Background: an optimization exercise with open tools, aiming at small area, a short achievable clock period and few clock cycles per item. Do not read the settings as production practice. In this exercise RTL edits were held to simulation tests only and were not proved equivalent to the original.

==> run E <==
==> flow/design.v (excerpt) <==
module multiplier32FP (
	input  logic        clk,
	input  logic        rst_n,
	input  logic        start_i,
	input  logic [31:0] a_i,
	input  logic [31:0] b_i,
	output logic        done_o,
	output logic        nan_o,
	output logic        infinit_o,
	output logic        overflow_o,
	output logic        underflow_o,
	output logic [31:0] product_o
);
	logic [7:0]  ea, eb;
	logic [22:0] fa, fb;
	logic        ea_nz, eb_nz, fa_nz, fb_nz, ea_max, eb_max;
	logic [23:0] ma, mb;
	logic        da, db, z, nan, inf_op, bd, rare;
	logic [22:0] fsub;
	logic [4:0]  msb;
	logic [8:0]  esum;
	assign ea = a_i[30:23];
	assign eb = b_i[30:23];
	assign fa = a_i[22:0];
	assign fb = b_i[22:0];
	assign ea_nz = |ea;
	assign eb_nz = |eb;
	assign fa_nz = |fa;
	assign fb_nz = |fb;
	assign ea_max = &ea;
	assign eb_max = &eb;
	assign ma = {ea_nz, fa};
	assign mb = {eb_nz, fb};
	assign da = !ea_nz && fa_nz;
	assign db = !eb_nz && fb_nz;
	assign z      = (!ea_nz && !fa_nz) || (!eb_nz && !fb_nz);
	assign nan    = (ea_max && fa_nz) || (eb_max && fb_nz);
	assign inf_op = (ea_max && !fa_nz) || (eb_max && !fb_nz);
	assign bd     = da && db;
	assign esum   = {1'b0, ea} + {1'b0, eb};
	assign fsub = da ? fa : fb;
	always_comb begin
		msb = 5'd0;
		for (int i = 0; i < 23; i++)
			if (fsub[i]) msb = 5'(i);
	end
	assign rare = !z && !bd &&
	              ((((da || db) || esum <= 9'd127) && !nan && !inf_op) ||
	               esum == 9'd381 || esum == 9'd382);
	logic [47:0] ms, mc, s_r, c_r;
	mul24_cs u_mul (.a(ma), .b(mb), .s(ms), .c(mc));
	logic [8:0]  esum_r;
	logic [4:0]  msb_r;
	logic        d_r, sign_r, bd_r, nan_r, z_r, inf_op_r;
	always_ff @(posedge clk) begin
		s_r      <= ms;
		c_r      <= mc;
		esum_r   <= esum;
		msb_r    <= msb;
		d_r      <= da || db;
		sign_r   <= a_i[31] ^ b_i[31];
		bd_r     <= bd;
		nan_r    <= nan;
		z_r      <= z;
		inf_op_r <= inf_op;
	end
	logic [47:0] p;
	add48 u_add (.a(s_r), .b(c_r), .s(p));
	logic [7:0]  fe;
	logic [22:0] fw;
	logic [31:0] f_prod;
	logic        f_nan, f_ovf, f_unf;
	sel2 #(.N(31)) u_fsel (.s(p[47]),
	                       .a({8'(esum_r - 9'd126), p[46:24]}),
	                       .b({8'(esum_r - 9'd127), p[45:23]}),
  ...
Settings: LEC_CHECK=0, CAP_MARGIN=20, CORE_MARGIN=2, CORE_UTILIZATION=55, PLACE_DENSITY=0.72, SLEW_MARGIN=20, SYNTH_HIERARCHICAL=1; clock period 15.0 ns.
standard.sh (not shown) runs the stock make flow with config.mk's settings and CLKGATE_MAP_FILE= SYNTH_SCRIPT=/design/flow/synth_recipe.tcl, a recipe that flattens the netlist after the stock synthesis.
==> flow/flow/run.sh <==
#!/bin/bash
# Own layout flow: the standard ORFS flow (standard.sh) with two changes:
#  - the input and output ports are buffered with buf_4 cells instead of the
#    default port-buffer choice;
#  - timing repair aims for 8.8 ns of setup slack (the clock period and the
#    constraints are unchanged; this only makes repair work on paths that
#    already meet them).
# Each make step writes its own log under orfs/logs; the make output as a
# whole goes to standard.log.
set -euo pipefail
export BUFFER_PORTS_ARGS="-buffer_cell sky130_fd_sc_hd__buf_4"
export SETUP_SLACK_MARGIN=8.8
bash standard.sh > standard.log 2>&1
==> inputs of run Y, as changes to run E <==
==> flow/flow/run.sh (replaced) <==
#!/bin/bash
# Own layout flow: the standard ORFS flow (standard.sh) with two changes:
#  - the input and output ports are buffered with buf_4 cells instead of the
#    default port-buffer choice;
#  - timing repair aims for 8 ns of setup slack (the clock period and the
#    constraints are unchanged; this only makes repair work on paths that
#    already meet them).
# Each make step writes its own log under orfs/logs; the make output as a
# whole goes to standard.log.
set -euo pipefail
export BUFFER_PORTS_ARGS="-buffer_cell sky130_fd_sc_hd__buf_4"
export SETUP_SLACK_MARGIN=8
bash standard.sh > standard.log 2>&1
==> inputs of run Z, as changes to run E <==
==> flow/flow/run.sh (replaced) <==
#!/bin/bash
# Own layout flow: the standard ORFS flow (standard.sh) with two changes:
#  - the input and output ports are buffered with buf_4 cells instead of the
#    default port-buffer choice;
#  - timing repair aims for 8.5 ns of setup slack (the clock period and the
#    constraints are unchanged; this only makes repair work on paths that
#    already meet them).
# Each make step writes its own log under orfs/logs; the make output as a
# whole goes to standard.log.
set -euo pipefail
export BUFFER_PORTS_ARGS="-buffer_cell sky130_fd_sc_hd__buf_4"
export SETUP_SLACK_MARGIN=8.5
bash standard.sh > standard.log 2>&1
==> results.py <==
metrics = {
    "status": {
        "run_status": "finished clean",
    },
    "route": {
        "drt-total-wl_um": 74800,
        "met1Wirelength_um": 30500,
    },
    "layout": {
        "drive_gt1_share_pct": 21.8,
        "multi_input_area_share_pct": 72.8,
        "area_growth_pct": 17.4,
        "total_area_of_multi_input_combinational_cells_mm2": 0.0203,
        "layout.buffer.nonclock.area_share_pct": 7.48,
    },
    "timing": {
        "worst_hold_slack_ns": 0.415,
        "worst_slack_ns": 8.32,
    },
    "power_and_ir_drop": {
        "leakage_nw": 12.0,
    },
    "placement": {
        "place_hpwl_um": 50800,
        "worst_slack_placed_ns": 7.80,
    },
    "global_routing": {
        "grt_pass1_vias": 19300,
    },
}
(the above is from run E)
==> results.py <==
metrics = {
    "status": {
        "run_status": "finished clean",
    },
    "worst_setup_path": {
        "worstRegToRegCells": 20,
    },
    "yosys": {
        "yosys-top-cells-count": "xor2_1 (388), a22o_1 (302), fa_1 (266)",
    },
    "route": {
        "met1Wirelength_um": 30100,
        "drt-total-wl_um": 69000,
    },
    "layout": {
        "final_cell_mix": "xor2_1 (374), a22o_1 (302), fa_1 (266)",
        "drive_gt1_share_pct": 10.8,
        "total_area_of_multi_input_combinational_cells_mm2": 0.0187,
        "non_clock_buffer_count": 115,
        "area_growth_pct": 5.70,
        "layout.buffer.nonclock.area_share_pct": 3.60,
    },
    "power_and_ir_drop": {
        "leakage_nw": 11.1,
    },
    "floorplan": {
        "die_w_um": 212,
    },
    "clock_network": {
        "insertion_delay_ns": 0.45,
    },
    "timing": {
        "worst_slack_ns": 8.08,
        "worst_hold_slack_ns": 0.422,
    },
    "placement": {
        "worst_slack_placed_ns": 7.57,
    },
    "global_routing": {
        "grt_pass1_vias": 18600,
    },
}
(the above is from run Y)
==> results.py <==
metrics = {
    "status": {
        "run_status": "finished clean",
    },
    "global_routing": {
        "grt_pass1_vias": 19100,
    },
    "layout": {
        "layout.buffer.nonclock.area_share_pct": 5.36,
        "area_dominant_class": "multi-input gates",
        "multi_input_area_share_pct": 73.9,
        "area_growth_pct": 11.9,
        "total_area_of_multi_input_combinational_cells_mm2": 0.0197,
    },
    "route": {
        "post_drt_wl_per_cell_um": 23.8,
        "met1Wirelength_um": 29600,
        "routed_via_density": 6.36,
        "drt-total-wl_um": 70800,
    },
    "timing": {
        "worst_slack_ns": 8.30,
    },
    "power_and_ir_drop": {
        "leakage_nw": 11.5,
        "finalPower_w": 0.00624,
    },
    "placement": {
        "worst_slack_placed_ns": 7.57,
    },
}
(the above is from run Z)
Testbench counts of run E, summed over its fixed seeds: cycles 3,321, ops 3,200.
Testbench counts of run Y, summed over its fixed seeds: cycles 3,321, ops 3,200.
Testbench counts of run Z, summed over its fixed seeds: cycles 3,321, ops 3,200.

static timing again, ports no longer ideal:
The flow's constraints put no driver on any port. The routed layouts listed below were extracted and timed again, unchanged, in two steps.
Step 1 sets driving cells, clkbuf_16 on the clock port and buf_2 on the other inputs (assumed; they add their load-dependent delay and slew).
Step 2 moves the port delays by t, midway between the first and last clock arrival at a register: inputs arrive t later, outputs are due t later. That takes back most of the time a late clock gives input paths.
Slacks: no drivers / after step 1 / after step 2; pairs: no drivers / after step 1.
run	t (ns)	setup WS [ns]	latest minus earliest clock arrival (ns)	worst data-port slew with drivers (ns)
run E	0.489	8.317 / 8.274 / 8.157	0.013 / 0.012	0.24
run Y	0.498	8.076 / 8.024 / 7.609	0.015 / 0.015	0.04
run Z	0.504	8.304 / 8.249 / 8.068	0.019 / 0.019	0.07
After both steps every run listed still meets setup and hold. For run Y, which loses most, drivers alone change the setup slack by -0.052 ns; drivers and shift together by -0.467 ns.
